Context: an optimization exercise on an open-source flow, tuned for small area, a short achievable clock period and few clock cycles per item. The choices shown serve that exercise and are no tape-out recipe.
Function was checked by simulation only, so behaviour that the tests miss may differ from the original.
In every run shown here, the design's own scripts or RTL, not TritonCTS, make the clock network.
No driver is modelled on the clock port, so clock power and skew are understated where the tree is cut down; a real chip needs a root buffer or a tree.
No activity file was given, so power comes from the tool's default toggle rates.

[flow/design.v]
module s_box (
    input [3:0] i_sb, output [3:0] o_sb
);
    assign o_sb[0] = (!i_sb[3]&!i_sb[2]&i_sb[1]) | (!i_sb[2]&i_sb[1]&i_sb[0]) 
    | (!i_sb[3]&i_sb[2]&!i_sb[1]) | (i_sb[2]&!i_sb[1]&i_sb[0]) | 
    (i_sb[3]&!i_sb[2]&!i_sb[1]&!i_sb[0]) | (i_sb[3]&i_sb[2]&i_sb[1]&!i_sb[0]);
    assign o_sb[1] = (!i_sb[3]&!i_sb[2]&!i_sb[0]) | (!i_sb[3]&!i_sb[1]&!i_sb[0]) | (i_sb[2]&i_sb[1]&i_sb[0]) 
| (i_sb[3]&!i_sb[2]&i_sb[0]) | (i_sb[3]&i_sb[2]&i_sb[1]);
    assign o_sb[2] = (!i_sb[3]&!i_sb[2]&!i_sb[1]) | (!i_sb[2]&!i_sb[1]&!i_sb[0]) | (!i_sb[3]&i_sb[2]&!i_sb[0]) 
| (i_sb[3]&i_sb[1]&i_sb[0]) | (i_sb[3]&i_sb[2]&i_sb[0]);
    assign o_sb[3] = (!i_sb[3]&!i_sb[2]&!i_sb[0]) | (!i_sb[3]&i_sb[1]&!i_sb[0]) | (!i_sb[3]&i_sb[2]&i_sb[0]) 
| (i_sb[3]&!i_sb[1]&!i_sb[0]) | (i_sb[3]&!i_sb[2]&i_sb[1]&i_sb[0]);
endmodule
module block_shuffle (
    input [15:0] i_bs, output [15:0] o_bs
);
    assign o_bs = {i_bs[7:4], i_bs[3:0], i_bs[15:12], i_bs[11:8]};
endmodule
module round_permutation #(
    parameter [5:0] shift = 5'b0000,
    parameter [7:0] data_length = 8'd16
)(
    input [data_length - 1:0] i_rp,  output [data_length - 1:0] o_rp
); 
assign o_rp = (i_rp << shift) | (i_rp >> (data_length - shift));
endmodule
module XOR_layer (
    input [63:0] i_xor, output [63:0] o_xor
);
    assign o_xor = {(i_xor[63:48]^i_xor[47:32]^i_xor[15:0]), (i_xor[47:32]^i_xor[15:0]),(i_xor[63:48]^i_xor[31:16]), (i_xor[63:48]^i_xor[31:16]^i_xor[15:0])};
endmodule
module permutation_layer (
    input [63:0] i_pl, output [63:0] o_pl
);
    wire [63:0] bs2rp;
    wire [63:0] rp2xor;
    genvar i;
    generate
        for (i = 0; i < 4; i = i +1 ) begin
            block_shuffle bs(.i_bs(i_pl[(16*i + 15):16*i]), .o_bs(bs2rp[(16*i + 15):16*i]));
        end
    endgenerate
            round_permutation #(.shift(1), .data_length(16)) rp0(.i_rp(bs2rp[(16*0 + 15):16*0]), .o_rp(rp2xor[15:0]));
            round_permutation #(.shift(4), .data_length(16)) rp1(.i_rp(bs2rp[(16*1 + 15):16*1]), .o_rp(rp2xor[(16 + 15):16*1]));
            round_permutation #(.shift(7), .data_length(16)) rp2(.i_rp(bs2rp[(16*2 + 15):16*2]), .o_rp(rp2xor[(16*2 + 15):16*2]));
            round_permutation #(.shift(9), .data_length(16)) rp3(.i_rp(bs2rp[(16*3 + 15):16*3]), .o_rp(rp2xor[(16*3 + 15):16*3]));
    XOR_layer xl(.i_xor(rp2xor), .o_xor(o_pl));
endmodule
module add_round_key (
    input [63:0] i_ark_msg, input [63:0] i_ark_key,
    output [63:0] o_ark_cipher
);
    wire [63:0] xor_msg_key;
    wire [63:0] sb2pl;
    assign xor_msg_key = i_ark_key ^ i_ark_msg;
    genvar j;
    generate    
    for(j=0; j < 16; j = j + 1) begin
            s_box sb(.i_sb(xor_msg_key[(4*j + 3):4*j]), .o_sb(sb2pl[(4*j + 3):4*j]));
        end
    endgenerate
    permutation_layer pl(.i_pl(sb2pl), .o_pl(o_ark_cipher));
endmodule
module key_scheduler (
    input clk, rst, input [4:0] round_counter, input [79:0] i_ks_oldkey, output [79:0] o_ks_newkey 
);
    wire [79:0] level_shift;
    wire [79:0] level_sbox;
    wire [4:0] xor_rc;
    round_permutation #(.shift(13), .data_length(80)) rp (.i_rp(i_ks_oldkey), .o_rp(level_shift));
    s_box sb(.i_sb(level_shift[3:0]), .o_sb(level_sbox[3:0]));
    assign level_sbox[79:4] = level_shift[79:4];
    assign xor_rc = level_sbox[63:59]^(round_counter -1);
    assign o_ks_newkey = {level_sbox[79:64], xor_rc, level_sbox[58:0]};
endmodule
module boron_enc (
    input  clk, rst, start, input [63:0] plain_text, input [79:0] master_key,
    output reg done, output [63:0] cipher_text
);
    reg        busy;
    reg [4:0]  rc;           
    reg [63:0] x;
    reg [79:0] k;
    wire [63:0] x_next;
    wire [79:0] k_next;
    boron_dp dp(.busy(busy), .rc(rc), .x(x), .k(k), .pt(plain_text), .mk(master_key),
                .x_next(x_next), .k_next(k_next));
    always @(posedge clk) begin
        x <= x_next;
        k <= k_next;
        rc <= busy ? rc + 5'd1 : 5'd0;
    end
    always @(posedge clk) begin
        if (!rst) begin
            busy <= 1'b0;
            done <= 1'b0;
        end else begin
            done <= busy && rc == 5'd24;
            if (!busy)
                busy <= start;
            else if (rc == 5'd24)
                busy <= 1'b0;
        end
    end
    assign cipher_text = x;
endmodule
module boron_dp (
    input busy, input [4:0] rc, input [63:0] x, input [79:0] k,
    input [63:0] pt, input [79:0] mk,
    output [63:0] x_next, output [79:0] k_next
);
    wire [63:0] sp;
    wire [79:0] k_upd;
    add_round_key ark(.i_ark_msg(x), .i_ark_key(64'd0), .o_ark_cipher(sp));
    key_scheduler ks(.clk(1'b0), .rst(1'b0), .round_counter(rc + 5'd1), .i_ks_oldkey(k), .o_ks_newkey(k_upd));
    assign k_next = busy ? k_upd : mk;
    assign x_next = (busy ? sp : pt) ^ k_next[63:0];
endmodule
[flow/flow/run.sh]
#!/bin/bash
# Standard layout with three changes:
#  - the design's boron_dp module (the round's next-state logic) is replaced by
#    the same function mapped by hand to cells (dp_mapped.v, from gen/mkdp.py);
#    the registers and the rest of the design go through the standard synthesis;
#  - smaller port buffers (ports.tcl);
#  - a clock tree with the same number of buffers to every register (cts.tcl).
set -euo pipefail
here=$(pwd)
python3 flow/subst.py design.v flow/dp_mapped.v > design_mapped.v 2> subst.log
args=("VERILOG_FILES=$here/design_mapped.v" "PRE_GLOBAL_PLACE_TCL=$here/flow/ports.tcl" "PRE_CTS_TCL=$here/flow/cts.tcl")
if [[ -f flow/extra.txt ]]; then while read -r l; do [[ -n "$l" ]] && args+=("$l"); done < flow/extra.txt; fi
bash standard.sh "${args[@]}" finish > standard.log 2>&1
[flow/flow/cts.tcl]
# Clock tree built here instead of by TritonCTS. The flip-flops are split into
# 2^LEAF_LEVELS groups of equal size (alternately by median x and median y);
# each group gets a leaf buffer (CTS_LEAF_CELL, clkbuf_16 by default) at its centre. With ROOT_LEVELS > 0
# the leaf buffers are themselves split the same way into 2^ROOT_LEVELS groups,
# each driven by a clkbuf_16 root buffer; the clock port drives the roots (or
# the leaves). Every register sees the same number of buffers from the port.
set ::cts_leaf_levels [expr {[info exists ::env(CTS_LEAF_LEVELS)] ? $::env(CTS_LEAF_LEVELS) : 2}]
set ::cts_root_levels [expr {[info exists ::env(CTS_ROOT_LEVELS)] ? $::env(CTS_ROOT_LEVELS) : 0}]
set ::cts_leaf_cell [expr {[info exists ::env(CTS_LEAF_CELL)] ? $::env(CTS_LEAF_CELL) : "sky130_fd_sc_hd__clkbuf_16"}]
rename clock_tree_synthesis std_clock_tree_synthesis
proc split_sinks {sinks axis levels} {
  if {$levels == 0} { return [list $sinks] }
  set sorted [lsort -integer -index $axis $sinks]
  set half [expr {[llength $sorted] / 2}]
  set out {}
  foreach part [list [lrange $sorted 0 [expr {$half - 1}]] [lrange $sorted $half end]] {
    lappend out {*}[split_sinks $part [expr {1 - $axis}] [expr {$levels - 1}]]
  }
  return $out
}
proc drive_group {block master net_in g name} {
  set sx 0; set sy 0
  foreach s $g { incr sx [lindex $s 0]; incr sy [lindex $s 1] }
  set cnt [llength $g]
  set x [expr {$sx / $cnt}]
  set y [expr {$sy / $cnt}]
  set net [odb::dbNet_create $block "clknet_$name"]
  $net setSigType CLOCK
  set buf [odb::dbInst_create $block $master "clkbuf_$name"]
  $buf setLocation $x $y
  $buf setPlacementStatus PLACED
  [$buf findITerm A] connect $net_in
  [$buf findITerm X] connect $net
  foreach s $g {
    set it [lindex $s 2]
    $it disconnect
    $it connect $net
  }
  puts "clock buffer $name: $cnt sinks"
  return [list $x $y [$buf findITerm A]]
}
proc clock_tree_synthesis {args} {
  set block [ord::get_db_block]
  set master [[ord::get_db] findMaster sky130_fd_sc_hd__clkbuf_16]
  set leaf_master [[ord::get_db] findMaster $::cts_leaf_cell]
  set clk_net [$block findNet clk]
  set sinks {}
  foreach it [$clk_net getITerms] {
    set loc [[$it getInst] getLocation]
    lappend sinks [list [lindex $loc 0] [lindex $loc 1] $it]
  }
  set leaves {}
  set n 0
  foreach g [split_sinks $sinks 0 $::cts_leaf_levels] {
    lappend leaves [drive_group $block $leaf_master $clk_net $g "leaf_$n"]
    incr n
  }
  if {$::cts_root_levels > 0} {
    set n 0
    foreach g [split_sinks $leaves 0 $::cts_root_levels] {
      drive_group $block $master $clk_net $g "root_$n"
      incr n
    }
  }
  set_propagated_clock [all_clocks]
}
[flow/flow/dp_mapped.v]
// boron_dp mapped to sky130_fd_sc_hd cells; written by gen/mkdp.py
module boron_sbox_m (input [3:0] i, output [3:0] o);
  wire n00;
  wire n01;
  wire n02;
  wire n03;
  wire n04;
  wire n05;
  wire n06;
  wire n07;
  wire n08;
  wire n09;
  wire n10;
  wire n11;
  wire n12;
  sky130_fd_sc_hd__inv_1 g0 (.A(i[2]), .Y(n12));
  sky130_fd_sc_hd__nor2_1 g1 (.A(i[1]), .B(i[2]), .Y(n00));
  sky130_fd_sc_hd__nand2b_1 g2 (.A_N(i[0]), .B(i[3]), .Y(n01));
  sky130_fd_sc_hd__nor2_1 g3 (.A(n12), .B(i[0]), .Y(n02));
  sky130_fd_sc_hd__o21ai_1 g4 (.A1(i[3]), .A2(n02), .B1(n01), .Y(n03));
  sky130_fd_sc_hd__nand2_1 g5 (.A(n00), .B(n03), .Y(n04));
  sky130_fd_sc_hd__o21ai_1 g6 (.A1(n00), .A2(n03), .B1(n04), .Y(o[2]));
  sky130_fd_sc_hd__nor2_1 g7 (.A(i[0]), .B(i[3]), .Y(n05));
  sky130_fd_sc_hd__nor2b_1 g8 (.A(n12), .B_N(i[1]), .Y(n06));
  sky130_fd_sc_hd__and3_1 g9 (.A(n12), .B(i[0]), .C(i[3]), .X(n07));
  sky130_fd_sc_hd__nor3_1 g10 (.A(n05), .B(n06), .C(n07), .Y(n08));
  sky130_fd_sc_hd__a21oi_1 g11 (.A1(n05), .A2(n06), .B1(n08), .Y(o[1]));
  sky130_fd_sc_hd__nor2_1 g12 (.A(n00), .B(n06), .Y(n09));
  sky130_fd_sc_hd__nand2_1 g13 (.A(n01), .B(n09), .Y(n10));
  sky130_fd_sc_hd__o21ai_1 g14 (.A1(n01), .A2(n09), .B1(n10), .Y(o[0]));
  sky130_fd_sc_hd__a22oi_1 g15 (.A1(n12), .A2(i[0]), .B1(i[1]), .B2(i[3]), .Y(n11));
  sky130_fd_sc_hd__o22a_1 g16 (.A1(i[1]), .A2(n03), .B1(n07), .B2(n11), .X(o[3]));
endmodule

module boron_sbox_n (input [3:0] i, output [3:0] o);
  wire n00;
  wire n01;
  wire n02;
  wire n03;
  wire n04;
  wire n05;
  wire n06;
  wire n07;
  wire n08;
  wire n09;
  wire n10;
  wire n11;
  wire n12;
  sky130_fd_sc_hd__inv_1 g0 (.A(i[2]), .Y(n12));
  sky130_fd_sc_hd__nor2_1 g1 (.A(i[1]), .B(i[2]), .Y(n00));
  sky130_fd_sc_hd__nand2b_1 g2 (.A_N(i[0]), .B(i[3]), .Y(n01));
  sky130_fd_sc_hd__nor2_1 g3 (.A(n12), .B(i[0]), .Y(n02));
  sky130_fd_sc_hd__o21ai_1 g4 (.A1(i[3]), .A2(n02), .B1(n01), .Y(n03));
  sky130_fd_sc_hd__nand2_1 g5 (.A(n00), .B(n03), .Y(n04));
  sky130_fd_sc_hd__o21ai_1 g6 (.A1(n00), .A2(n03), .B1(n04), .Y(o[2]));
  sky130_fd_sc_hd__nor2_1 g7 (.A(i[0]), .B(i[3]), .Y(n05));
  sky130_fd_sc_hd__nor2b_1 g8 (.A(n12), .B_N(i[1]), .Y(n06));
  sky130_fd_sc_hd__and3_1 g9 (.A(n12), .B(i[0]), .C(i[3]), .X(n07));
  sky130_fd_sc_hd__nor3_1 g10 (.A(n05), .B(n06), .C(n07), .Y(n08));
  sky130_fd_sc_hd__a21oi_1 g11 (.A1(n05), .A2(n06), .B1(n08), .Y(o[1]));
  sky130_fd_sc_hd__nor2_1 g12 (.A(n00), .B(n06), .Y(n09));
  sky130_fd_sc_hd__nand2_1 g13 (.A(n01), .B(n09), .Y(n10));
  sky130_fd_sc_hd__o21ai_1 g14 (.A1(n01), .A2(n09), .B1(n10), .Y(o[0]));
  sky130_fd_sc_hd__a22oi_1 g15 (.A1(n12), .A2(i[0]), .B1(i[1]), .B2(i[3]), .Y(n11));
  sky130_fd_sc_hd__o22ai_1 g16 (.A1(i[1]), .A2(n03), .B1(n07), .B2(n11), .Y(o[3]));
endmodule

module boron_dp (
    input busy, input [4:0] rc, input [63:0] x, input [79:0] k,
    input [63:0] pt, input [79:0] mk,
    output [63:0] x_next, output [79:0] k_next
);
  wire [63:0] s;
  wire [3:0] ks_o;
  boron_sbox_n sb0 (.i(x[3:0]), .o(s[3:0]));
  boron_sbox_n sb1 (.i(x[7:4]), .o(s[7:4]));
  boron_sbox_n sb2 (.i(x[11:8]), .o(s[11:8]));
  boron_sbox_n sb3 (.i(x[15:12]), .o(s[15:12]));
  boron_sbox_n sb4 (.i(x[19:16]), .o(s[19:16]));
  boron_sbox_n sb5 (.i(x[23:20]), .o(s[23:20]));
  boron_sbox_n sb6 (.i(x[27:24]), .o(s[27:24]));
  boron_sbox_n sb7 (.i(x[31:28]), .o(s[31:28]));
  boron_sbox_n sb8 (.i(x[35:32]), .o(s[35:32]));
  boron_sbox_n sb9 (.i(x[39:36]), .o(s[39:36]));
  boron_sbox_n sb10 (.i(x[43:40]), .o(s[43:40]));
  boron_sbox_n sb11 (.i(x[47:44]), .o(s[47:44]));
  boron_sbox_n sb12 (.i(x[51:48]), .o(s[51:48]));
  boron_sbox_n sb13 (.i(x[55:52]), .o(s[55:52]));
  boron_sbox_n sb14 (.i(x[59:56]), .o(s[59:56]));
  boron_sbox_n sb15 (.i(x[63:60]), .o(s[63:60]));
  boron_sbox_m ksb (.i({k[70], k[69], k[68], k[67]}), .o(ks_o));
  wire kx0;
  wire kx1;
  wire kx2;
  wire kx3;
  wire kx4;
  wire p32;
  wire p16;
  wire p48;
  wire p0;
  wire p33;
  wire p17;
  wire p49;
  wire p1;
  wire p34;
  wire p18;
  wire p50;
  wire p2;
  wire p35;
  wire p19;
  wire p51;
  wire p3;
  wire p36;
  wire p20;
  wire p52;
  wire p4;
  wire p37;
  wire p21;
  wire p53;
  wire p5;
  wire p38;
  wire p22;
  wire p54;
  wire p6;
  wire p39;
  wire p23;
  wire p55;
  wire p7;
  wire p40;
  wire p24;
  wire p56;
  wire p8;
  wire p41;
  wire p25;
  wire p57;
  wire p9;
  wire p42;
  wire p26;
  wire p58;
  wire p10;
  wire p43;
  wire p27;
  wire p59;
  wire p11;
  wire p44;
  wire p28;
  wire p60;
  wire p12;
  wire p45;
  wire p29;
  wire p61;
  wire p13;
  wire p46;
  wire p30;
  wire p62;
  wire p14;
  wire p47;
  wire p31;
  wire p63;
  wire p15;
  wire mi0;
  wire mi1;
  wire mi2;
  wire mi3;
  wire mi4;
  wire mi5;
  wire mi6;
  wire mi7;
  wire mi8;
  wire mi9;
  wire mi10;
  wire mi11;
  wire mi12;
  wire mi13;
  wire mi14;
  wire mi15;
  wire mi16;
  wire mi17;
  wire mi18;
  wire mi19;
  wire mi20;
  wire mi21;
  wire mi22;
  wire mi23;
  wire mi24;
  wire mi25;
  wire mi26;
  wire mi27;
  wire mi28;
  wire mi29;
  wire mi30;
  wire mi31;
  wire mi32;
  wire mi33;
  wire mi34;
  wire mi35;
  wire mi36;
  wire mi37;
  wire mi38;
  wire mi39;
  wire mi40;
  wire mi41;
  wire mi42;
  wire mi43;
  wire mi44;
  wire mi45;
  wire mi46;
  wire mi47;
  wire mi48;
  wire mi49;
  wire mi50;
  wire mi51;
  wire mi52;
  wire mi53;
  wire mi54;
  wire mi55;
  wire mi56;
  wire mi57;
  wire mi58;
  wire mi59;
  wire mi60;
  wire mi61;
  wire mi62;
  wire mi63;
  sky130_fd_sc_hd__xor2_1 c0 (.A(k[46]), .B(rc[0]), .X(kx0));
  sky130_fd_sc_hd__xor2_1 c1 (.A(k[47]), .B(rc[1]), .X(kx1));
  sky130_fd_sc_hd__xor2_1 c2 (.A(k[48]), .B(rc[2]), .X(kx2));
  sky130_fd_sc_hd__xor2_1 c3 (.A(k[49]), .B(rc[3]), .X(kx3));
  sky130_fd_sc_hd__xor2_1 c4 (.A(k[50]), .B(rc[4]), .X(kx4));
  sky130_fd_sc_hd__mux2_1 c5 (.A0(mk[0]), .A1(ks_o[0]), .S(busy), .X(k_next[0]));
  sky130_fd_sc_hd__mux2_1 c6 (.A0(mk[1]), .A1(ks_o[1]), .S(busy), .X(k_next[1]));
  sky130_fd_sc_hd__mux2_1 c7 (.A0(mk[2]), .A1(ks_o[2]), .S(busy), .X(k_next[2]));
  sky130_fd_sc_hd__mux2_1 c8 (.A0(mk[3]), .A1(ks_o[3]), .S(busy), .X(k_next[3]));
  sky130_fd_sc_hd__mux2_1 c9 (.A0(mk[4]), .A1(k[71]), .S(busy), .X(k_next[4]));
  sky130_fd_sc_hd__mux2_1 c10 (.A0(mk[5]), .A1(k[72]), .S(busy), .X(k_next[5]));
  sky130_fd_sc_hd__mux2_1 c11 (.A0(mk[6]), .A1(k[73]), .S(busy), .X(k_next[6]));
  sky130_fd_sc_hd__mux2_1 c12 (.A0(mk[7]), .A1(k[74]), .S(busy), .X(k_next[7]));
  sky130_fd_sc_hd__mux2_1 c13 (.A0(mk[8]), .A1(k[75]), .S(busy), .X(k_next[8]));
  sky130_fd_sc_hd__mux2_1 c14 (.A0(mk[9]), .A1(k[76]), .S(busy), .X(k_next[9]));
  sky130_fd_sc_hd__mux2_1 c15 (.A0(mk[10]), .A1(k[77]), .S(busy), .X(k_next[10]));
  sky130_fd_sc_hd__mux2_1 c16 (.A0(mk[11]), .A1(k[78]), .S(busy), .X(k_next[11]));
  sky130_fd_sc_hd__mux2_1 c17 (.A0(mk[12]), .A1(k[79]), .S(busy), .X(k_next[12]));
  sky130_fd_sc_hd__mux2_1 c18 (.A0(mk[13]), .A1(k[0]), .S(busy), .X(k_next[13]));
  sky130_fd_sc_hd__mux2_1 c19 (.A0(mk[14]), .A1(k[1]), .S(busy), .X(k_next[14]));
  sky130_fd_sc_hd__mux2_1 c20 (.A0(mk[15]), .A1(k[2]), .S(busy), .X(k_next[15]));
  sky130_fd_sc_hd__mux2_1 c21 (.A0(mk[16]), .A1(k[3]), .S(busy), .X(k_next[16]));
  sky130_fd_sc_hd__mux2_1 c22 (.A0(mk[17]), .A1(k[4]), .S(busy), .X(k_next[17]));
  sky130_fd_sc_hd__mux2_1 c23 (.A0(mk[18]), .A1(k[5]), .S(busy), .X(k_next[18]));
  sky130_fd_sc_hd__mux2_1 c24 (.A0(mk[19]), .A1(k[6]), .S(busy), .X(k_next[19]));
  sky130_fd_sc_hd__mux2_1 c25 (.A0(mk[20]), .A1(k[7]), .S(busy), .X(k_next[20]));
  sky130_fd_sc_hd__mux2_1 c26 (.A0(mk[21]), .A1(k[8]), .S(busy), .X(k_next[21]));
  sky130_fd_sc_hd__mux2_1 c27 (.A0(mk[22]), .A1(k[9]), .S(busy), .X(k_next[22]));
  sky130_fd_sc_hd__mux2_1 c28 (.A0(mk[23]), .A1(k[10]), .S(busy), .X(k_next[23]));
  sky130_fd_sc_hd__mux2_1 c29 (.A0(mk[24]), .A1(k[11]), .S(busy), .X(k_next[24]));
  sky130_fd_sc_hd__mux2_1 c30 (.A0(mk[25]), .A1(k[12]), .S(busy), .X(k_next[25]));
  sky130_fd_sc_hd__mux2_1 c31 (.A0(mk[26]), .A1(k[13]), .S(busy), .X(k_next[26]));
  sky130_fd_sc_hd__mux2_1 c32 (.A0(mk[27]), .A1(k[14]), .S(busy), .X(k_next[27]));
  sky130_fd_sc_hd__mux2_1 c33 (.A0(mk[28]), .A1(k[15]), .S(busy), .X(k_next[28]));
  sky130_fd_sc_hd__mux2_1 c34 (.A0(mk[29]), .A1(k[16]), .S(busy), .X(k_next[29]));
  sky130_fd_sc_hd__mux2_1 c35 (.A0(mk[30]), .A1(k[17]), .S(busy), .X(k_next[30]));
  sky130_fd_sc_hd__mux2_1 c36 (.A0(mk[31]), .A1(k[18]), .S(busy), .X(k_next[31]));
  sky130_fd_sc_hd__mux2_1 c37 (.A0(mk[32]), .A1(k[19]), .S(busy), .X(k_next[32]));
  sky130_fd_sc_hd__mux2_1 c38 (.A0(mk[33]), .A1(k[20]), .S(busy), .X(k_next[33]));
  sky130_fd_sc_hd__mux2_1 c39 (.A0(mk[34]), .A1(k[21]), .S(busy), .X(k_next[34]));
  sky130_fd_sc_hd__mux2_1 c40 (.A0(mk[35]), .A1(k[22]), .S(busy), .X(k_next[35]));
  sky130_fd_sc_hd__mux2_1 c41 (.A0(mk[36]), .A1(k[23]), .S(busy), .X(k_next[36]));
  sky130_fd_sc_hd__mux2_1 c42 (.A0(mk[37]), .A1(k[24]), .S(busy), .X(k_next[37]));
  sky130_fd_sc_hd__mux2_1 c43 (.A0(mk[38]), .A1(k[25]), .S(busy), .X(k_next[38]));
  sky130_fd_sc_hd__mux2_1 c44 (.A0(mk[39]), .A1(k[26]), .S(busy), .X(k_next[39]));
  sky130_fd_sc_hd__mux2_1 c45 (.A0(mk[40]), .A1(k[27]), .S(busy), .X(k_next[40]));
  sky130_fd_sc_hd__mux2_1 c46 (.A0(mk[41]), .A1(k[28]), .S(busy), .X(k_next[41]));
  sky130_fd_sc_hd__mux2_1 c47 (.A0(mk[42]), .A1(k[29]), .S(busy), .X(k_next[42]));
  sky130_fd_sc_hd__mux2_1 c48 (.A0(mk[43]), .A1(k[30]), .S(busy), .X(k_next[43]));
  sky130_fd_sc_hd__mux2_1 c49 (.A0(mk[44]), .A1(k[31]), .S(busy), .X(k_next[44]));
  sky130_fd_sc_hd__mux2_1 c50 (.A0(mk[45]), .A1(k[32]), .S(busy), .X(k_next[45]));
  sky130_fd_sc_hd__mux2_1 c51 (.A0(mk[46]), .A1(k[33]), .S(busy), .X(k_next[46]));
  sky130_fd_sc_hd__mux2_1 c52 (.A0(mk[47]), .A1(k[34]), .S(busy), .X(k_next[47]));
  sky130_fd_sc_hd__mux2_1 c53 (.A0(mk[48]), .A1(k[35]), .S(busy), .X(k_next[48]));
  sky130_fd_sc_hd__mux2_1 c54 (.A0(mk[49]), .A1(k[36]), .S(busy), .X(k_next[49]));
  sky130_fd_sc_hd__mux2_1 c55 (.A0(mk[50]), .A1(k[37]), .S(busy), .X(k_next[50]));
  sky130_fd_sc_hd__mux2_1 c56 (.A0(mk[51]), .A1(k[38]), .S(busy), .X(k_next[51]));
  sky130_fd_sc_hd__mux2_1 c57 (.A0(mk[52]), .A1(k[39]), .S(busy), .X(k_next[52]));
  sky130_fd_sc_hd__mux2_1 c58 (.A0(mk[53]), .A1(k[40]), .S(busy), .X(k_next[53]));
  sky130_fd_sc_hd__mux2_1 c59 (.A0(mk[54]), .A1(k[41]), .S(busy), .X(k_next[54]));
  sky130_fd_sc_hd__mux2_1 c60 (.A0(mk[55]), .A1(k[42]), .S(busy), .X(k_next[55]));
  sky130_fd_sc_hd__mux2_1 c61 (.A0(mk[56]), .A1(k[43]), .S(busy), .X(k_next[56]));
  sky130_fd_sc_hd__mux2_1 c62 (.A0(mk[57]), .A1(k[44]), .S(busy), .X(k_next[57]));
  sky130_fd_sc_hd__mux2_1 c63 (.A0(mk[58]), .A1(k[45]), .S(busy), .X(k_next[58]));
  sky130_fd_sc_hd__mux2_1 c64 (.A0(mk[59]), .A1(kx0), .S(busy), .X(k_next[59]));
  sky130_fd_sc_hd__mux2_1 c65 (.A0(mk[60]), .A1(kx1), .S(busy), .X(k_next[60]));
  sky130_fd_sc_hd__mux2_1 c66 (.A0(mk[61]), .A1(kx2), .S(busy), .X(k_next[61]));
  sky130_fd_sc_hd__mux2_1 c67 (.A0(mk[62]), .A1(kx3), .S(busy), .X(k_next[62]));
  sky130_fd_sc_hd__mux2_1 c68 (.A0(mk[63]), .A1(kx4), .S(busy), .X(k_next[63]));
  sky130_fd_sc_hd__mux2_1 c69 (.A0(mk[64]), .A1(k[51]), .S(busy), .X(k_next[64]));
  sky130_fd_sc_hd__mux2_1 c70 (.A0(mk[65]), .A1(k[52]), .S(busy), .X(k_next[65]));
  sky130_fd_sc_hd__mux2_1 c71 (.A0(mk[66]), .A1(k[53]), .S(busy), .X(k_next[66]));
  sky130_fd_sc_hd__mux2_1 c72 (.A0(mk[67]), .A1(k[54]), .S(busy), .X(k_next[67]));
  sky130_fd_sc_hd__mux2_1 c73 (.A0(mk[68]), .A1(k[55]), .S(busy), .X(k_next[68]));
  sky130_fd_sc_hd__mux2_1 c74 (.A0(mk[69]), .A1(k[56]), .S(busy), .X(k_next[69]));
  sky130_fd_sc_hd__mux2_1 c75 (.A0(mk[70]), .A1(k[57]), .S(busy), .X(k_next[70]));
  sky130_fd_sc_hd__mux2_1 c76 (.A0(mk[71]), .A1(k[58]), .S(busy), .X(k_next[71]));
  sky130_fd_sc_hd__mux2_1 c77 (.A0(mk[72]), .A1(k[59]), .S(busy), .X(k_next[72]));
  sky130_fd_sc_hd__mux2_1 c78 (.A0(mk[73]), .A1(k[60]), .S(busy), .X(k_next[73]));
  sky130_fd_sc_hd__mux2_1 c79 (.A0(mk[74]), .A1(k[61]), .S(busy), .X(k_next[74]));
  sky130_fd_sc_hd__mux2_1 c80 (.A0(mk[75]), .A1(k[62]), .S(busy), .X(k_next[75]));
  sky130_fd_sc_hd__mux2_1 c81 (.A0(mk[76]), .A1(k[63]), .S(busy), .X(k_next[76]));
  sky130_fd_sc_hd__mux2_1 c82 (.A0(mk[77]), .A1(k[64]), .S(busy), .X(k_next[77]));
  sky130_fd_sc_hd__mux2_1 c83 (.A0(mk[78]), .A1(k[65]), .S(busy), .X(k_next[78]));
  sky130_fd_sc_hd__mux2_1 c84 (.A0(mk[79]), .A1(k[66]), .S(busy), .X(k_next[79]));
  sky130_fd_sc_hd__xnor2_1 c85 (.A(s[33]), .B(s[7]), .Y(p32));
  sky130_fd_sc_hd__xnor2_1 c86 (.A(s[63]), .B(s[20]), .Y(p16));
  sky130_fd_sc_hd__xnor2_1 c87 (.A(p32), .B(s[63]), .Y(p48));
  sky130_fd_sc_hd__xnor2_1 c88 (.A(p16), .B(s[7]), .Y(p0));
  sky130_fd_sc_hd__xor2_1 c89 (.A(s[34]), .B(s[8]), .X(p33));
  sky130_fd_sc_hd__xor2_1 c90 (.A(s[48]), .B(s[21]), .X(p17));
  sky130_fd_sc_hd__xor2_1 c91 (.A(p33), .B(s[48]), .X(p49));
  sky130_fd_sc_hd__xor2_1 c92 (.A(p17), .B(s[8]), .X(p1));
  sky130_fd_sc_hd__xnor2_1 c93 (.A(s[35]), .B(s[9]), .Y(p34));
  sky130_fd_sc_hd__xor2_1 c94 (.A(s[49]), .B(s[22]), .X(p18));
  sky130_fd_sc_hd__xor2_1 c95 (.A(p34), .B(s[49]), .X(p50));
  sky130_fd_sc_hd__xor2_1 c96 (.A(p18), .B(s[9]), .X(p2));
  sky130_fd_sc_hd__xor2_1 c97 (.A(s[36]), .B(s[10]), .X(p35));
  sky130_fd_sc_hd__xnor2_1 c98 (.A(s[50]), .B(s[23]), .Y(p19));
  sky130_fd_sc_hd__xor2_1 c99 (.A(p35), .B(s[50]), .X(p51));
  sky130_fd_sc_hd__xor2_1 c100 (.A(p19), .B(s[10]), .X(p3));
  sky130_fd_sc_hd__xnor2_1 c101 (.A(s[37]), .B(s[11]), .Y(p36));
  sky130_fd_sc_hd__xnor2_1 c102 (.A(s[51]), .B(s[24]), .Y(p20));
  sky130_fd_sc_hd__xnor2_1 c103 (.A(p36), .B(s[51]), .Y(p52));
  sky130_fd_sc_hd__xnor2_1 c104 (.A(p20), .B(s[11]), .Y(p4));
  sky130_fd_sc_hd__xor2_1 c105 (.A(s[38]), .B(s[12]), .X(p37));
  sky130_fd_sc_hd__xor2_1 c106 (.A(s[52]), .B(s[25]), .X(p21));
  sky130_fd_sc_hd__xor2_1 c107 (.A(p37), .B(s[52]), .X(p53));
  sky130_fd_sc_hd__xor2_1 c108 (.A(p21), .B(s[12]), .X(p5));
  sky130_fd_sc_hd__xnor2_1 c109 (.A(s[39]), .B(s[13]), .Y(p38));
  sky130_fd_sc_hd__xor2_1 c110 (.A(s[53]), .B(s[26]), .X(p22));
  sky130_fd_sc_hd__xor2_1 c111 (.A(p38), .B(s[53]), .X(p54));
  sky130_fd_sc_hd__xor2_1 c112 (.A(p22), .B(s[13]), .X(p6));
  sky130_fd_sc_hd__xor2_1 c113 (.A(s[40]), .B(s[14]), .X(p39));
  sky130_fd_sc_hd__xnor2_1 c114 (.A(s[54]), .B(s[27]), .Y(p23));
  sky130_fd_sc_hd__xor2_1 c115 (.A(p39), .B(s[54]), .X(p55));
  sky130_fd_sc_hd__xor2_1 c116 (.A(p23), .B(s[14]), .X(p7));
  sky130_fd_sc_hd__xnor2_1 c117 (.A(s[41]), .B(s[15]), .Y(p40));
  sky130_fd_sc_hd__xnor2_1 c118 (.A(s[55]), .B(s[28]), .Y(p24));
  sky130_fd_sc_hd__xnor2_1 c119 (.A(p40), .B(s[55]), .Y(p56));
  sky130_fd_sc_hd__xnor2_1 c120 (.A(p24), .B(s[15]), .Y(p8));
  sky130_fd_sc_hd__xor2_1 c121 (.A(s[42]), .B(s[0]), .X(p41));
  sky130_fd_sc_hd__xor2_1 c122 (.A(s[56]), .B(s[29]), .X(p25));
  sky130_fd_sc_hd__xor2_1 c123 (.A(p41), .B(s[56]), .X(p57));
  sky130_fd_sc_hd__xor2_1 c124 (.A(p25), .B(s[0]), .X(p9));
  sky130_fd_sc_hd__xnor2_1 c125 (.A(s[43]), .B(s[1]), .Y(p42));
  sky130_fd_sc_hd__xor2_1 c126 (.A(s[57]), .B(s[30]), .X(p26));
  sky130_fd_sc_hd__xor2_1 c127 (.A(p42), .B(s[57]), .X(p58));
  sky130_fd_sc_hd__xor2_1 c128 (.A(p26), .B(s[1]), .X(p10));
  sky130_fd_sc_hd__xor2_1 c129 (.A(s[44]), .B(s[2]), .X(p43));
  sky130_fd_sc_hd__xnor2_1 c130 (.A(s[58]), .B(s[31]), .Y(p27));
  sky130_fd_sc_hd__xor2_1 c131 (.A(p43), .B(s[58]), .X(p59));
  sky130_fd_sc_hd__xor2_1 c132 (.A(p27), .B(s[2]), .X(p11));
  sky130_fd_sc_hd__xnor2_1 c133 (.A(s[45]), .B(s[3]), .Y(p44));
  sky130_fd_sc_hd__xnor2_1 c134 (.A(s[59]), .B(s[16]), .Y(p28));
  sky130_fd_sc_hd__xnor2_1 c135 (.A(p44), .B(s[59]), .Y(p60));
  sky130_fd_sc_hd__xnor2_1 c136 (.A(p28), .B(s[3]), .Y(p12));
  sky130_fd_sc_hd__xor2_1 c137 (.A(s[46]), .B(s[4]), .X(p45));
  sky130_fd_sc_hd__xor2_1 c138 (.A(s[60]), .B(s[17]), .X(p29));
  sky130_fd_sc_hd__xor2_1 c139 (.A(p45), .B(s[60]), .X(p61));
  sky130_fd_sc_hd__xor2_1 c140 (.A(p29), .B(s[4]), .X(p13));
  sky130_fd_sc_hd__xnor2_1 c141 (.A(s[47]), .B(s[5]), .Y(p46));
  sky130_fd_sc_hd__xor2_1 c142 (.A(s[61]), .B(s[18]), .X(p30));
  sky130_fd_sc_hd__xor2_1 c143 (.A(p46), .B(s[61]), .X(p62));
  sky130_fd_sc_hd__xor2_1 c144 (.A(p30), .B(s[5]), .X(p14));
  sky130_fd_sc_hd__xor2_1 c145 (.A(s[32]), .B(s[6]), .X(p47));
  sky130_fd_sc_hd__xnor2_1 c146 (.A(s[62]), .B(s[19]), .Y(p31));
  sky130_fd_sc_hd__xor2_1 c147 (.A(p47), .B(s[62]), .X(p63));
  sky130_fd_sc_hd__xor2_1 c148 (.A(p31), .B(s[6]), .X(p15));
  sky130_fd_sc_hd__mux2i_1 c149 (.A0(pt[0]), .A1(p0), .S(busy), .Y(mi0));
  sky130_fd_sc_hd__xnor2_1 c150 (.A(mi0), .B(k_next[0]), .Y(x_next[0]));
  sky130_fd_sc_hd__mux2i_1 c151 (.A0(pt[1]), .A1(p1), .S(busy), .Y(mi1));
  sky130_fd_sc_hd__xnor2_1 c152 (.A(mi1), .B(k_next[1]), .Y(x_next[1]));
  sky130_fd_sc_hd__mux2i_1 c153 (.A0(pt[2]), .A1(p2), .S(busy), .Y(mi2));
  sky130_fd_sc_hd__xnor2_1 c154 (.A(mi2), .B(k_next[2]), .Y(x_next[2]));
  sky130_fd_sc_hd__mux2i_1 c155 (.A0(pt[3]), .A1(p3), .S(busy), .Y(mi3));
  sky130_fd_sc_hd__xnor2_1 c156 (.A(mi3), .B(k_next[3]), .Y(x_next[3]));
  sky130_fd_sc_hd__mux2i_1 c157 (.A0(pt[4]), .A1(p4), .S(busy), .Y(mi4));
  sky130_fd_sc_hd__xnor2_1 c158 (.A(mi4), .B(k_next[4]), .Y(x_next[4]));
  sky130_fd_sc_hd__mux2i_1 c159 (.A0(pt[5]), .A1(p5), .S(busy), .Y(mi5));
  sky130_fd_sc_hd__xnor2_1 c160 (.A(mi5), .B(k_next[5]), .Y(x_next[5]));
  sky130_fd_sc_hd__mux2i_1 c161 (.A0(pt[6]), .A1(p6), .S(busy), .Y(mi6));
  sky130_fd_sc_hd__xnor2_1 c162 (.A(mi6), .B(k_next[6]), .Y(x_next[6]));
  sky130_fd_sc_hd__mux2i_1 c163 (.A0(pt[7]), .A1(p7), .S(busy), .Y(mi7));
  sky130_fd_sc_hd__xnor2_1 c164 (.A(mi7), .B(k_next[7]), .Y(x_next[7]));
  sky130_fd_sc_hd__mux2i_1 c165 (.A0(pt[8]), .A1(p8), .S(busy), .Y(mi8));
  sky130_fd_sc_hd__xnor2_1 c166 (.A(mi8), .B(k_next[8]), .Y(x_next[8]));
  sky130_fd_sc_hd__mux2i_1 c167 (.A0(pt[9]), .A1(p9), .S(busy), .Y(mi9));
  sky130_fd_sc_hd__xnor2_1 c168 (.A(mi9), .B(k_next[9]), .Y(x_next[9]));
  sky130_fd_sc_hd__mux2i_1 c169 (.A0(pt[10]), .A1(p10), .S(busy), .Y(mi10));
  sky130_fd_sc_hd__xnor2_1 c170 (.A(mi10), .B(k_next[10]), .Y(x_next[10]));
  sky130_fd_sc_hd__mux2i_1 c171 (.A0(pt[11]), .A1(p11), .S(busy), .Y(mi11));
  sky130_fd_sc_hd__xnor2_1 c172 (.A(mi11), .B(k_next[11]), .Y(x_next[11]));
  sky130_fd_sc_hd__mux2i_1 c173 (.A0(pt[12]), .A1(p12), .S(busy), .Y(mi12));
  sky130_fd_sc_hd__xnor2_1 c174 (.A(mi12), .B(k_next[12]), .Y(x_next[12]));
  sky130_fd_sc_hd__mux2i_1 c175 (.A0(pt[13]), .A1(p13), .S(busy), .Y(mi13));
  sky130_fd_sc_hd__xnor2_1 c176 (.A(mi13), .B(k_next[13]), .Y(x_next[13]));
  sky130_fd_sc_hd__mux2i_1 c177 (.A0(pt[14]), .A1(p14), .S(busy), .Y(mi14));
  sky130_fd_sc_hd__xnor2_1 c178 (.A(mi14), .B(k_next[14]), .Y(x_next[14]));
  sky130_fd_sc_hd__mux2i_1 c179 (.A0(pt[15]), .A1(p15), .S(busy), .Y(mi15));
  sky130_fd_sc_hd__xnor2_1 c180 (.A(mi15), .B(k_next[15]), .Y(x_next[15]));
  sky130_fd_sc_hd__mux2i_1 c181 (.A0(pt[16]), .A1(p16), .S(busy), .Y(mi16));
  sky130_fd_sc_hd__xnor2_1 c182 (.A(mi16), .B(k_next[16]), .Y(x_next[16]));
  sky130_fd_sc_hd__mux2i_1 c183 (.A0(pt[17]), .A1(p17), .S(busy), .Y(mi17));
  sky130_fd_sc_hd__xnor2_1 c184 (.A(mi17), .B(k_next[17]), .Y(x_next[17]));
  sky130_fd_sc_hd__mux2i_1 c185 (.A0(pt[18]), .A1(p18), .S(busy), .Y(mi18));
  sky130_fd_sc_hd__xnor2_1 c186 (.A(mi18), .B(k_next[18]), .Y(x_next[18]));
  sky130_fd_sc_hd__mux2i_1 c187 (.A0(pt[19]), .A1(p19), .S(busy), .Y(mi19));
  sky130_fd_sc_hd__xnor2_1 c188 (.A(mi19), .B(k_next[19]), .Y(x_next[19]));
  sky130_fd_sc_hd__mux2i_1 c189 (.A0(pt[20]), .A1(p20), .S(busy), .Y(mi20));
  sky130_fd_sc_hd__xnor2_1 c190 (.A(mi20), .B(k_next[20]), .Y(x_next[20]));
  sky130_fd_sc_hd__mux2i_1 c191 (.A0(pt[21]), .A1(p21), .S(busy), .Y(mi21));
  sky130_fd_sc_hd__xnor2_1 c192 (.A(mi21), .B(k_next[21]), .Y(x_next[21]));
  sky130_fd_sc_hd__mux2i_1 c193 (.A0(pt[22]), .A1(p22), .S(busy), .Y(mi22));
  sky130_fd_sc_hd__xnor2_1 c194 (.A(mi22), .B(k_next[22]), .Y(x_next[22]));
  sky130_fd_sc_hd__mux2i_1 c195 (.A0(pt[23]), .A1(p23), .S(busy), .Y(mi23));
  sky130_fd_sc_hd__xnor2_1 c196 (.A(mi23), .B(k_next[23]), .Y(x_next[23]));
  sky130_fd_sc_hd__mux2i_1 c197 (.A0(pt[24]), .A1(p24), .S(busy), .Y(mi24));
  sky130_fd_sc_hd__xnor2_1 c198 (.A(mi24), .B(k_next[24]), .Y(x_next[24]));
  sky130_fd_sc_hd__mux2i_1 c199 (.A0(pt[25]), .A1(p25), .S(busy), .Y(mi25));
  sky130_fd_sc_hd__xnor2_1 c200 (.A(mi25), .B(k_next[25]), .Y(x_next[25]));
  sky130_fd_sc_hd__mux2i_1 c201 (.A0(pt[26]), .A1(p26), .S(busy), .Y(mi26));
  sky130_fd_sc_hd__xnor2_1 c202 (.A(mi26), .B(k_next[26]), .Y(x_next[26]));
  sky130_fd_sc_hd__mux2i_1 c203 (.A0(pt[27]), .A1(p27), .S(busy), .Y(mi27));
  sky130_fd_sc_hd__xnor2_1 c204 (.A(mi27), .B(k_next[27]), .Y(x_next[27]));
  sky130_fd_sc_hd__mux2i_1 c205 (.A0(pt[28]), .A1(p28), .S(busy), .Y(mi28));
  sky130_fd_sc_hd__xnor2_1 c206 (.A(mi28), .B(k_next[28]), .Y(x_next[28]));
  sky130_fd_sc_hd__mux2i_1 c207 (.A0(pt[29]), .A1(p29), .S(busy), .Y(mi29));
  sky130_fd_sc_hd__xnor2_1 c208 (.A(mi29), .B(k_next[29]), .Y(x_next[29]));
  sky130_fd_sc_hd__mux2i_1 c209 (.A0(pt[30]), .A1(p30), .S(busy), .Y(mi30));
  sky130_fd_sc_hd__xnor2_1 c210 (.A(mi30), .B(k_next[30]), .Y(x_next[30]));
  sky130_fd_sc_hd__mux2i_1 c211 (.A0(pt[31]), .A1(p31), .S(busy), .Y(mi31));
  sky130_fd_sc_hd__xnor2_1 c212 (.A(mi31), .B(k_next[31]), .Y(x_next[31]));
  sky130_fd_sc_hd__mux2i_1 c213 (.A0(pt[32]), .A1(p32), .S(busy), .Y(mi32));
  sky130_fd_sc_hd__xnor2_1 c214 (.A(mi32), .B(k_next[32]), .Y(x_next[32]));
  sky130_fd_sc_hd__mux2i_1 c215 (.A0(pt[33]), .A1(p33), .S(busy), .Y(mi33));
  sky130_fd_sc_hd__xnor2_1 c216 (.A(mi33), .B(k_next[33]), .Y(x_next[33]));
  sky130_fd_sc_hd__mux2i_1 c217 (.A0(pt[34]), .A1(p34), .S(busy), .Y(mi34));
  sky130_fd_sc_hd__xnor2_1 c218 (.A(mi34), .B(k_next[34]), .Y(x_next[34]));
  sky130_fd_sc_hd__mux2i_1 c219 (.A0(pt[35]), .A1(p35), .S(busy), .Y(mi35));
  sky130_fd_sc_hd__xnor2_1 c220 (.A(mi35), .B(k_next[35]), .Y(x_next[35]));
  sky130_fd_sc_hd__mux2i_1 c221 (.A0(pt[36]), .A1(p36), .S(busy), .Y(mi36));
  sky130_fd_sc_hd__xnor2_1 c222 (.A(mi36), .B(k_next[36]), .Y(x_next[36]));
  sky130_fd_sc_hd__mux2i_1 c223 (.A0(pt[37]), .A1(p37), .S(busy), .Y(mi37));
  sky130_fd_sc_hd__xnor2_1 c224 (.A(mi37), .B(k_next[37]), .Y(x_next[37]));
  sky130_fd_sc_hd__mux2i_1 c225 (.A0(pt[38]), .A1(p38), .S(busy), .Y(mi38));
  sky130_fd_sc_hd__xnor2_1 c226 (.A(mi38), .B(k_next[38]), .Y(x_next[38]));
  sky130_fd_sc_hd__mux2i_1 c227 (.A0(pt[39]), .A1(p39), .S(busy), .Y(mi39));
  sky130_fd_sc_hd__xnor2_1 c228 (.A(mi39), .B(k_next[39]), .Y(x_next[39]));
  sky130_fd_sc_hd__mux2i_1 c229 (.A0(pt[40]), .A1(p40), .S(busy), .Y(mi40));
  sky130_fd_sc_hd__xnor2_1 c230 (.A(mi40), .B(k_next[40]), .Y(x_next[40]));
  sky130_fd_sc_hd__mux2i_1 c231 (.A0(pt[41]), .A1(p41), .S(busy), .Y(mi41));
  sky130_fd_sc_hd__xnor2_1 c232 (.A(mi41), .B(k_next[41]), .Y(x_next[41]));
  sky130_fd_sc_hd__mux2i_1 c233 (.A0(pt[42]), .A1(p42), .S(busy), .Y(mi42));
  sky130_fd_sc_hd__xnor2_1 c234 (.A(mi42), .B(k_next[42]), .Y(x_next[42]));
  sky130_fd_sc_hd__mux2i_1 c235 (.A0(pt[43]), .A1(p43), .S(busy), .Y(mi43));
  sky130_fd_sc_hd__xnor2_1 c236 (.A(mi43), .B(k_next[43]), .Y(x_next[43]));
  sky130_fd_sc_hd__mux2i_1 c237 (.A0(pt[44]), .A1(p44), .S(busy), .Y(mi44));
  sky130_fd_sc_hd__xnor2_1 c238 (.A(mi44), .B(k_next[44]), .Y(x_next[44]));
  sky130_fd_sc_hd__mux2i_1 c239 (.A0(pt[45]), .A1(p45), .S(busy), .Y(mi45));
  sky130_fd_sc_hd__xnor2_1 c240 (.A(mi45), .B(k_next[45]), .Y(x_next[45]));
  sky130_fd_sc_hd__mux2i_1 c241 (.A0(pt[46]), .A1(p46), .S(busy), .Y(mi46));
  sky130_fd_sc_hd__xnor2_1 c242 (.A(mi46), .B(k_next[46]), .Y(x_next[46]));
  sky130_fd_sc_hd__mux2i_1 c243 (.A0(pt[47]), .A1(p47), .S(busy), .Y(mi47));
  sky130_fd_sc_hd__xnor2_1 c244 (.A(mi47), .B(k_next[47]), .Y(x_next[47]));
  sky130_fd_sc_hd__mux2i_1 c245 (.A0(pt[48]), .A1(p48), .S(busy), .Y(mi48));
  sky130_fd_sc_hd__xnor2_1 c246 (.A(mi48), .B(k_next[48]), .Y(x_next[48]));
  sky130_fd_sc_hd__mux2i_1 c247 (.A0(pt[49]), .A1(p49), .S(busy), .Y(mi49));
  sky130_fd_sc_hd__xnor2_1 c248 (.A(mi49), .B(k_next[49]), .Y(x_next[49]));
  sky130_fd_sc_hd__mux2i_1 c249 (.A0(pt[50]), .A1(p50), .S(busy), .Y(mi50));
  sky130_fd_sc_hd__xnor2_1 c250 (.A(mi50), .B(k_next[50]), .Y(x_next[50]));
  sky130_fd_sc_hd__mux2i_1 c251 (.A0(pt[51]), .A1(p51), .S(busy), .Y(mi51));
  sky130_fd_sc_hd__xnor2_1 c252 (.A(mi51), .B(k_next[51]), .Y(x_next[51]));
  sky130_fd_sc_hd__mux2i_1 c253 (.A0(pt[52]), .A1(p52), .S(busy), .Y(mi52));
  sky130_fd_sc_hd__xnor2_1 c254 (.A(mi52), .B(k_next[52]), .Y(x_next[52]));
  sky130_fd_sc_hd__mux2i_1 c255 (.A0(pt[53]), .A1(p53), .S(busy), .Y(mi53));
  sky130_fd_sc_hd__xnor2_1 c256 (.A(mi53), .B(k_next[53]), .Y(x_next[53]));
  sky130_fd_sc_hd__mux2i_1 c257 (.A0(pt[54]), .A1(p54), .S(busy), .Y(mi54));
  sky130_fd_sc_hd__xnor2_1 c258 (.A(mi54), .B(k_next[54]), .Y(x_next[54]));
  sky130_fd_sc_hd__mux2i_1 c259 (.A0(pt[55]), .A1(p55), .S(busy), .Y(mi55));
  sky130_fd_sc_hd__xnor2_1 c260 (.A(mi55), .B(k_next[55]), .Y(x_next[55]));
  sky130_fd_sc_hd__mux2i_1 c261 (.A0(pt[56]), .A1(p56), .S(busy), .Y(mi56));
  sky130_fd_sc_hd__xnor2_1 c262 (.A(mi56), .B(k_next[56]), .Y(x_next[56]));
  sky130_fd_sc_hd__mux2i_1 c263 (.A0(pt[57]), .A1(p57), .S(busy), .Y(mi57));
  sky130_fd_sc_hd__xnor2_1 c264 (.A(mi57), .B(k_next[57]), .Y(x_next[57]));
  sky130_fd_sc_hd__mux2i_1 c265 (.A0(pt[58]), .A1(p58), .S(busy), .Y(mi58));
  sky130_fd_sc_hd__xnor2_1 c266 (.A(mi58), .B(k_next[58]), .Y(x_next[58]));
  sky130_fd_sc_hd__mux2i_1 c267 (.A0(pt[59]), .A1(p59), .S(busy), .Y(mi59));
  sky130_fd_sc_hd__xnor2_1 c268 (.A(mi59), .B(k_next[59]), .Y(x_next[59]));
  sky130_fd_sc_hd__mux2i_1 c269 (.A0(pt[60]), .A1(p60), .S(busy), .Y(mi60));
  sky130_fd_sc_hd__xnor2_1 c270 (.A(mi60), .B(k_next[60]), .Y(x_next[60]));
  sky130_fd_sc_hd__mux2i_1 c271 (.A0(pt[61]), .A1(p61), .S(busy), .Y(mi61));
  sky130_fd_sc_hd__xnor2_1 c272 (.A(mi61), .B(k_next[61]), .Y(x_next[61]));
  sky130_fd_sc_hd__mux2i_1 c273 (.A0(pt[62]), .A1(p62), .S(busy), .Y(mi62));
  sky130_fd_sc_hd__xnor2_1 c274 (.A(mi62), .B(k_next[62]), .Y(x_next[62]));
  sky130_fd_sc_hd__mux2i_1 c275 (.A0(pt[63]), .A1(p63), .S(busy), .Y(mi63));
  sky130_fd_sc_hd__xnor2_1 c276 (.A(mi63), .B(k_next[63]), .Y(x_next[63]));
endmodule
[flow/flow/extra.txt]
CTS_LEAF_LEVELS=3
CTS_ROOT_LEVELS=1
CTS_LEAF_CELL=sky130_fd_sc_hd__clkbuf_8
[flow/flow/ports.tcl]
# Port buffers: buf_1 on the inputs, buf_2 on the outputs (which drive the
# output load), in place of the single buffer_ports call global placement makes.
rename buffer_ports std_buffer_ports
proc buffer_ports {args} {
  std_buffer_ports -inputs -buffer_cell sky130_fd_sc_hd__buf_1
  std_buffer_ports -outputs -buffer_cell sky130_fd_sc_hd__buf_2
}
[flow/flow/subst.py]
#!/usr/bin/env python3
"""subst.py DESIGN MAPPED: prints DESIGN with its boron_dp module replaced by the
cell-level modules in MAPPED (the same function, mapped by hand)."""
import re, sys
design = open(sys.argv[1]).read()
mapped = open(sys.argv[2]).read()
out, n = re.subn(r"(?ms)^\s*module\s+boron_dp\b.*?^\s*endmodule\b", "", design)
if n != 1:
    sys.exit("boron_dp not found exactly once in " + sys.argv[1])
sys.stdout.write(out + "\n" + mapped)
[flow/standard.sh]
#!/bin/bash
# synth_recipe.tcl (not shown) runs the flow's synth.tcl, then flattens the netlist and writes it again
# the make line also repeats each setting of config.mk as NAME=value (left out here)
make -C /OpenROAD-flow-scripts/flow DESIGN_CONFIG=/design/flow/config.mk WORK_HOME=/design/flow/orfs CLKGATE_MAP_FILE= SYNTH_SCRIPT=/design/flow/synth_recipe.tcl "${@:-finish}"
[flow/config.mk]
export PLATFORM = sky130hd
export DESIGN_NAME = boron_enc
export DESIGN_NICKNAME = boron_enc
export VERILOG_FILES = /design/flow/design.v
export SDC_FILE = /design/flow/constraint.sdc
export NUM_CORES = 4
export LEC_CHECK = 0
export CAP_MARGIN = 20
export CORE_MARGIN = 2
export CORE_UTILIZATION = 65
export SETUP_SLACK_MARGIN = 3.0
export SLEW_MARGIN = 20
[flow/constraint.sdc]
create_clock -name core_clock -period 5.0 [get_ports {clk}]
set_input_delay 1.0000 -clock core_clock [delete_from_list [all_inputs] [get_ports {clk}]]
set_output_delay 1.0000 -clock core_clock [all_outputs]
set_load 0.01 [all_outputs]
==> results of run 1 <==
layout make-up:
type | count | area share
inverters | 19 | 0.00823
multi-input cells | 567 | 0.500
repair buffers | 212 | 0.103
flip-flops and latches | 151 | 0.350
plain buffers | 10 | 0.0185
well taps | 140 | 0.0202
worst min-delay path by stage:
stage,depth (start not counted),to,start,slack [ps]
6_report,1,k[75],k[62],450
5_1_grt,1,k[69],k[56],470
4_1_cts,1,k[74],k[61],460
3_5_place_dp,1,k[69],k[56],430
3_3_place_gp,1,k[71],k[58],420
2_1_floorplan,1,k[64],k[51],420
power breakdown:
group          switching, mW  leakage, nW  internal (mW)
clock                  0.352       0.0822          0.219
sequential             0.398         1.27           1.59
combinational           2.60         2.21           1.94
flip-flops by register name, summed over array words and instances, names as in the netlist:
signal,flops
busy,1
x,64
done,1
rc,5
k,80
cell families after synthesis:
kind of cell,synth area share
and+or+nand+nor,0.117
DFF,0.414
muxes,0.214
xor gates and xnor gates,0.161
AOI/OAI and AO/OA,0.0805
buffers and inverters,0.00978
adders and majority gates,0.00343
layer usage:
| layer | wire length, um | part of all wire |
|---|---|---|
| met4 | 641 | 0.033 |
| met1 | 7850 | 0.40 |
| met5 | 0 | 0 |
| met2 | 9510 | 0.48 |
| met3 | 1670 | 0.085 |
synthesized netlist by cell type:
cell type / n
mux2_1: 80
nand2b_1: 19
nand3_1: 2
dfxtp_1: 151
ha_1: 2
xnor2_1: 88
o21ai_0: 1
xor2_1: 46
o22a_1: 1
o21ai_1: 51
and3_1: 18
o22ai_1: 16
a21oi_1: 18
and2_1: 2
inv_1: 19
nand2_1: 36
nor3_1: 17
mux2i_1: 66
nor2_1: 68
and4b_1: 1
a22oi_1: 17
nor2b_1: 18
worst max-delay path, cell delays in order (launching register included):
cell and delay, ps:
dfxtp_1 510, nor2b_2 280, nor2_1 90, o21ai_1 290, xor2_1 300, xor2_1 180, mux2i_1 130, xnor2_1 170
metrics by stage:
step                instances  cell area (um^2)
floorplan                 737              7300
finish                   1099              8660
CTS                      1099              8540
global route             1099              8660
detailed placement       1089              8370
global placement         1089              8370
timing repair:
| item | in CTS | in global routing |
|---|---|---|
| resized for setup | 2 | 29 |
| endpoints found under the setup margin | 2 | 25 |
| pin swaps | 0 | 6 |
| endpoints found under the hold margin | 0 | 0 |
==> metrics list, run 1 <==
- Setup repair after global routing missed its margin: true
* Critical Path RT: 5210 ps
* Critical path arrival: between 2000 and 2500 ps
- Synthesized net count: slightly below 900
- Summed over all failing endpoints, the final setup total negative slack is 0 ps.
- At the placement stage, the worst setup path has a slack of 3030 ps.
* Final worst-path cycle share: 0.411
- In the final layout, the multi-input gates occupy 4330 um^2.
- Hold Path Class: reg2reg
* Wire per inst: between 15 and 20 um
- At the end of the flow the core is filled with cells to 0.796.
* Final nets: 1110
* Final setup vio count: 0
* PD cells: roughly 820 nW/um^2
- The number of pins with negative max-slew slack in the final report was 0.
- Clock-pin slew was measured on the worst setup and hold paths at approximately 110 ps.
* Synthesized flop and latch total: approximately 150
- 0 antenna diodes ended up in the layout.
* Maximum net fanout on the critical path: 5
* Aggregate routed wire length: 19700 um
* Overall die area: around 12000 um^2
- For this run, the number of Yosys warnings is 1.
- Flop-to-flop setup slack: a little under 3000 ps
* Synthesized netlist cell count: approximately 740
* Critical path launch point: x[5]
* Minimum period implied by the final worst setup slack: about 2100 ps
- Via-per-instance ratio: 5.67
- Register area: 3030 um^2
- The floorplan step set the die height to 110 um.
* Min Hold Slack: around 450 ps
* Leading cell types by total area after synthesis: dfxtp_1, mux2_1, xnor2_1, mux2i_1, xor2_1
* Number of core rows: 38
* Share of post-route cells with drive strength above 1: 0.113
- Library cell occupying the most area in the post-synthesis netlist: dfxtp_1
- The design draws approximately 7 mW.
- Chip width: about 110 um
- Layout overhead on the synthesized area: 18.8%
* Worst slew margin relative to its limit: 0.366
- Entering global routing, the biggest net connects 155 pins.
* Count of hold-fix buffers inserted at cts: 0
* Nature of the critical path endpoint: register
* Post-synthesis average cell area: 9.90 um^2
- In the global route stage, met3 resource usage came out at 0.0468.
- 212 I/O pins were placed.
- Antenna violations before repair: 0
- In this run the post-CTS setup repair buffer count came out at 0.
- Leaving out fill and tap cells, the most frequent cell in the layout is buf_1.
- Result of the run: timing/DRC/antenna clean
- Post-detail-place hpwl: 15500 um
* Cell count of the worst reg-to-reg path: 7
- The region available for standard cell placement spans roughly 11000 um^2.
* Most frequent cells in the layout: buf_1, dfxtp_1, xnor2_1
- The share of synthesized area in the top cell type comes to 0.414.
- Number of distinct library cells after synthesis: 22
- During placement, the flow inserted port buffers numbering about 210.
- Total routing usage reported by global routing: 0.306
* Worst reg2reg path startpoint: x[5]
- For this run, global-route usage on met1 was measured as 0.375.
* Synthesized cell area: approximately 7300 um^2
- In this run the remaining antenna-violating nets after routing total 0.
* First-pass GRT wire length: ~28000 um
- After detailed routing, the number of remaining DRC violations is 0.
- The total overflow left after global routing is 0.
- For this run, the register share of the synthesized area comes to 0.414.
* Insertion delay of the later-clocked pin in the worst-skew pair: ~320 ps
- TritonRoute pass-1 iters: 5
- Startpoint type of the worst setup path: register
- Met2 capacity usage during global routing: 0.547
- RD Place Congestion: slightly above 0.9
- The via count of the first global-routing pass came to 5753.
* Max-Cap Viols: 0
- Worst Setup EP: x[61]
* Category of the critical setup timing path: reg2reg
- Across the routed clock network, the largest skew measured is between 15 and 20 ps.
* Highest clock rate: roughly 490 MHz
- Smallest setup slack after layout: 2950 ps
- Final Hold Fails: 0
* Total via count after detailed routing: between 6k and 7k
- Maximum ir drop on the vdd rail: approximately 540 uV
- The detailed router finished its first iteration with 511 violations.
- Initial standard-cell utilization of the core: 0.670
- Most utilized layer in the global route result: met2
* Static Leak: ~3.6 nW
- Fill cells in the final layout number 768.
- End of the worst register-to-register path: x[61]
- Slew at the pin closest to its max-slew limit: roughly 950 ps
Testbench counts, summed over its fixed seeds: cycles 9,992, items 384.
==> run 2: changes to the inputs <==
--- a/flow/config.mk
+++ b/flow/config.mk
@@ -10,3 +10,3 @@
 export CORE_UTILIZATION = 65
-export SETUP_SLACK_MARGIN = 3.0
+export SETUP_SLACK_MARGIN = 3.05
 export SLEW_MARGIN = 20
==> run 2 against run 1 <==
Effect of this change: still clean; cell count up 0.73%; hold slack worse by 1.4 ps; register-to-register slack better by 100 ps; routed wire length up 2.0%.
==> metrics list, run 2 <==
- Dominant synthesized flop cell: dfxtp_1 (unchanged)
- The site row count is 38 (unchanged).
- Number of distinct library cells after synthesis: 22 (unchanged)
* Flop-to-flop setup slack: 3050 ps (was 2950 ps)
* Slew at the pin closest to its max-slew limit: 527 ps (was 951 ps)
- Part of the total power dissipated in sequential elements: 0.270 (was 0.280)
* Sequential area share after synthesis: 0.414 (unchanged)
* Largest registers: k: 80 flops, x: 64 flops, rc: 5 flops (unchanged)
* Number of port buffers: 211 (unchanged)
- The worst hold slack is 449 ps (was 450 ps).
- Final Hold Fails: 0 (unchanged)
- The category of the worst setup path launch point is a register (unchanged).
- The number of cells after detailed placement came to 1091 (was 1089).
- The synthesis-to-finish area growth was 21.9% (was 18.8%).
- The switching part of the total power was 0.476 (was 0.473).
- Synth top area share: 0.414 (unchanged)
- Library cell occupying the most area in the post-synthesis netlist: dfxtp_1 (unchanged)
- The post-synthesis cell count is 737 (unchanged).
* End of the worst register-to-register path: x[59] (was x[61])
- The DRC violation count after routing was 0 (unchanged).
- Initial standard-cell utilization of the core: 0.670 (unchanged)
* Overflow left after global routing: 0 (unchanged)
* Highest clock rate: 513 MHz (was 487 MHz)
- TritonRoute pass-1 iters: 5 (unchanged)
- Cell count of the worst reg-to-reg path: 7 (unchanged)
- The number of violations of the max-capacitance limit was 0 (unchanged).
- Setup repair after global routing missed its margin: true (unchanged).
- The clock latency of the later-clocked register in the worst-skew pair is 320 ps (about the same).
- The required time of the critical path is 5210 ps (about the same).
- Synthesized net count: 886 (unchanged)
- The register bit total from synthesis is 151 (unchanged).
- The number of pins with negative max-slew slack in the final report came to 0 (unchanged).
- The final weighted congestion in routability-driven placement is 0.919 (was 0.922).
- Maximum net fanout on the critical path: 6 (was 5)
- The global routing usage summed across all routing layers was 0.308 (was 0.306).
- Count of pins on the block boundary: 212 (unchanged)
- Final worst-path cycle share: 0.390 (was 0.411)
* Source of the worst hold timing path: k[55] (was k[62])
- The post-route cell area came to 8890 um^2 (was 8660 um^2).
- The post-detailed-placement cell area came to 8370 um^2 (about the same).
- Final setup vio count: 0 (unchanged)
* ANT nets after route: 0 (unchanged)
- The cell depth of the worst hold path was 1 (unchanged).
* Power Internal: 3.95 mW (was 3.74 mW)
* Static Leak: 3.65 nW (was 3.56 nW)
* Final nets: 1118 (was 1110)
- Post-detail-place hpwl: 15300 um (was 15500 um)
- The maximum number of pins on one net before global-route repair is 38 (was 155).
- Layout Skew: 16.8 ps (was 19.7 ps)
- The starting DRC count in detailed routing came to 321 (was 511).
* Clk network pwr share: 0.075 (was 0.080)
* Number of standard cells in the final layout excluding fillers: 1107 (was 1099)
- Most frequent cells in the layout: buf_1, dfxtp_1, xnor2_1 (unchanged)
- First-pass GRT wire length: 28700 um (was 28300 um)
* Synthesized cell area: 7290 um^2 (unchanged)
- P_sw: 3.59 mW (was 3.36 mW)
- Share of post-route cells with drive strength above 1: 0.171 (was 0.113)
* Result of the run: timing/DRC/antenna clean (unchanged)
- Chip width: 110 um (unchanged)
- The cell area power density was 848 nW/um^2 (was 820 nW/um^2).
- The final critical-path required period is 1950 ps (was 2050 ps).
* Worst slew margin relative to its limit: 0.649 (was 0.366)
- The flip-flop count of the largest register after layout is 80 (unchanged).
- Category of the critical setup timing path: reg2reg (unchanged)
- The terminating pin of the worst hold path was k[68] (was k[75]).
- The largest register by flop count is k (unchanged).
- Async set-reset flop share out of synthesis: 0 (unchanged)
- Critical path arrival: 2160 ps (was 2260 ps)
* Leading cell types by total area after synthesis: dfxtp_1, mux2_1, xnor2_1, mux2i_1, xor2_1 (unchanged)
- The number of flops mapped to enable cells by yosys came to 0 (unchanged).
* Reg clk slew, reported paths: 110 ps (about the same)
* Dominant cell by count in the synthesized netlist: dfxtp_1 (unchanged)
- Synth cell count leaders: dfxtp_1, xnor2_1, mux2_1 (unchanged).
* Wire per inst: 18.1 um (was 17.9 um)
- The core footprint came to 10900 um^2 (unchanged).
- The count of antenna diodes in the layout came to 0 (unchanged).
- The mean instance size in the synthesized netlist was 9.90 um^2 (unchanged).
- Aggregate routed wire length: 20100 um (was 19700 um)
- The startpoint of the worst-slack reg-to-reg timing path is x[0] (was x[5]).
- Total Neg Setup Slack: 0 ps (unchanged)
- The sort of element at the end of the critical path is a register (unchanged).
- The via count of the first global-routing pass is 5869 (was 5753).
* Leading cell type in the layout, fill and taps excluded: buf_1 (unchanged)
* Overall die area: 12100 um^2 (unchanged)
- Via-per-instance ratio: 5.64 (was 5.67)
- DIE HEIGHT: 110 um (unchanged)
- Warnings, synthesis: 1 (unchanged)
* Maximum ir drop on the vdd rail: 548 uV (was 539 uV)
- Final core utilization: 0.817 (was 0.796)
* Combinational fraction of design power: 0.655 (was 0.639)
- Total via count after detailed routing: 6242 (was 6230)
* Antenna violations before repair: 0 (unchanged)
- The class of the worst hold path is reg2reg (unchanged).
-- run 2: how the worst max path moves through the flow --
stage               startpoint  endpoint  slack (ps)  cells after the start
floorplan                 busy     x[10]        2850                      2
global placement          busy     x[50]        2800                      3
detailed placement        busy     x[11]        2730                      3
CTS                      x[56]     x[11]        3010                      7
global route              x[0]     x[60]        2930                      7
finish                    x[0]     x[59]        3050                      7
-- run 2: cells by family (layout without fill, tap and decap cells) --
kind of cell / count (synthesis) / after routing / share of synthesized area
adder cells (fa/ha/maj): 2 / 2 / 0.00343
flip-flops: 151 / 151 / 0.414
AND/OR/NAND/NOR: 181 / 181 / 0.117
multiplexers: 146 / 146 / 0.214
AO/OA/AOI/OAI: 104 / 104 / 0.0805
XOR/XNOR: 134 / 134 / 0.161
buffers and inverters: 19 / 249 / 0.00978
-- run 2: critical path: stages, from the launching register on --
cell	delay, ps
dfxtp_1	450
nand2b_1	210
o21ai_1	140
o21ai_1	390
xor2_1	260
xor2_1	170
mux2i_1	100
xnor2_1	130
-- run 2: metal layers --
layer / routed length (um) / up-vias / track usage
met3: 1510 / 64 / 0.0445
met4: 852 / 0 / 0.114
li1: - / 3002 / -
met1: 8020 / 2889 / 0.382
met2: 9680 / 287 / 0.541
met5: 0 / - / 0
-- run 2: area by class of cell --
| type | instances | area, um^2 |
|---|---|---|
| Sequential cell | 151 | 3060 |
| Multi-Input combinational cell | 567 | 4470 |
| Fill cell | 735 | 2000 |
| Inverter | 19 | 71.3 |
| Tap cell | 140 | 175 |
| Buffer | 10 | 160 |
| Timing Repair Buffer | 220 | 957 |
-- run 2: power groups by stage --
stage	logic, mW	registers [mW]	clock network, mW
after global routing	5.31	2.08	0.608
after floorplan	3.02	2.05	0
after detailed placement	4.34	2.00	0
final	4.94	2.03	0.567
after global placement	4.20	1.98	0
after CTS	4.48	1.97	0.576
-- run 2: timing repair --
action,4_1_cts,5_1_grt
hold buffers,0,0
endpoints found under the hold margin,0,0
setup endpoints to repair,86,66
pin swaps,2,11
setup buffers,2,4
gates resized for setup,10,72
-- run 2: through the flow --
stage,total power [mW],worst slack [ps]
after detailed placement,6.34,2730
final,7.54,3050
after global placement,6.18,2800
after global routing,8.00,2930
after CTS,7.03,3010
after floorplan,5.07,2850

-- port drivers added, routing unchanged --
How much do the figures lean on ideal ports? The routed layouts below were timed once more, with nothing changed but the port constraints.
Step 1 assumes that a clkbuf_16 drives the clock port and a buf_2 every other input.
Step 2 adds t to the input delays and takes it off the output delays; t is the mean of the earliest and latest rising clock arrival at the registers after step 1. Input paths then give back, and output paths get back, about the clock's delay inside the block.
a / b / c = ideal ports / drivers / drivers and shift; a / b = the first two.
run	shift t [ns]	setup slack, ns	clock arrival spread, ns	worst slew at a driven data input, ns
run 1	0.364	2.946 / 2.929 / 2.946	0.020 / 0.020	0.06
run 2	0.367	3.050 / 3.002 / 3.050	0.018 / 0.017	0.07
After both steps setup and hold are still met in every run listed.
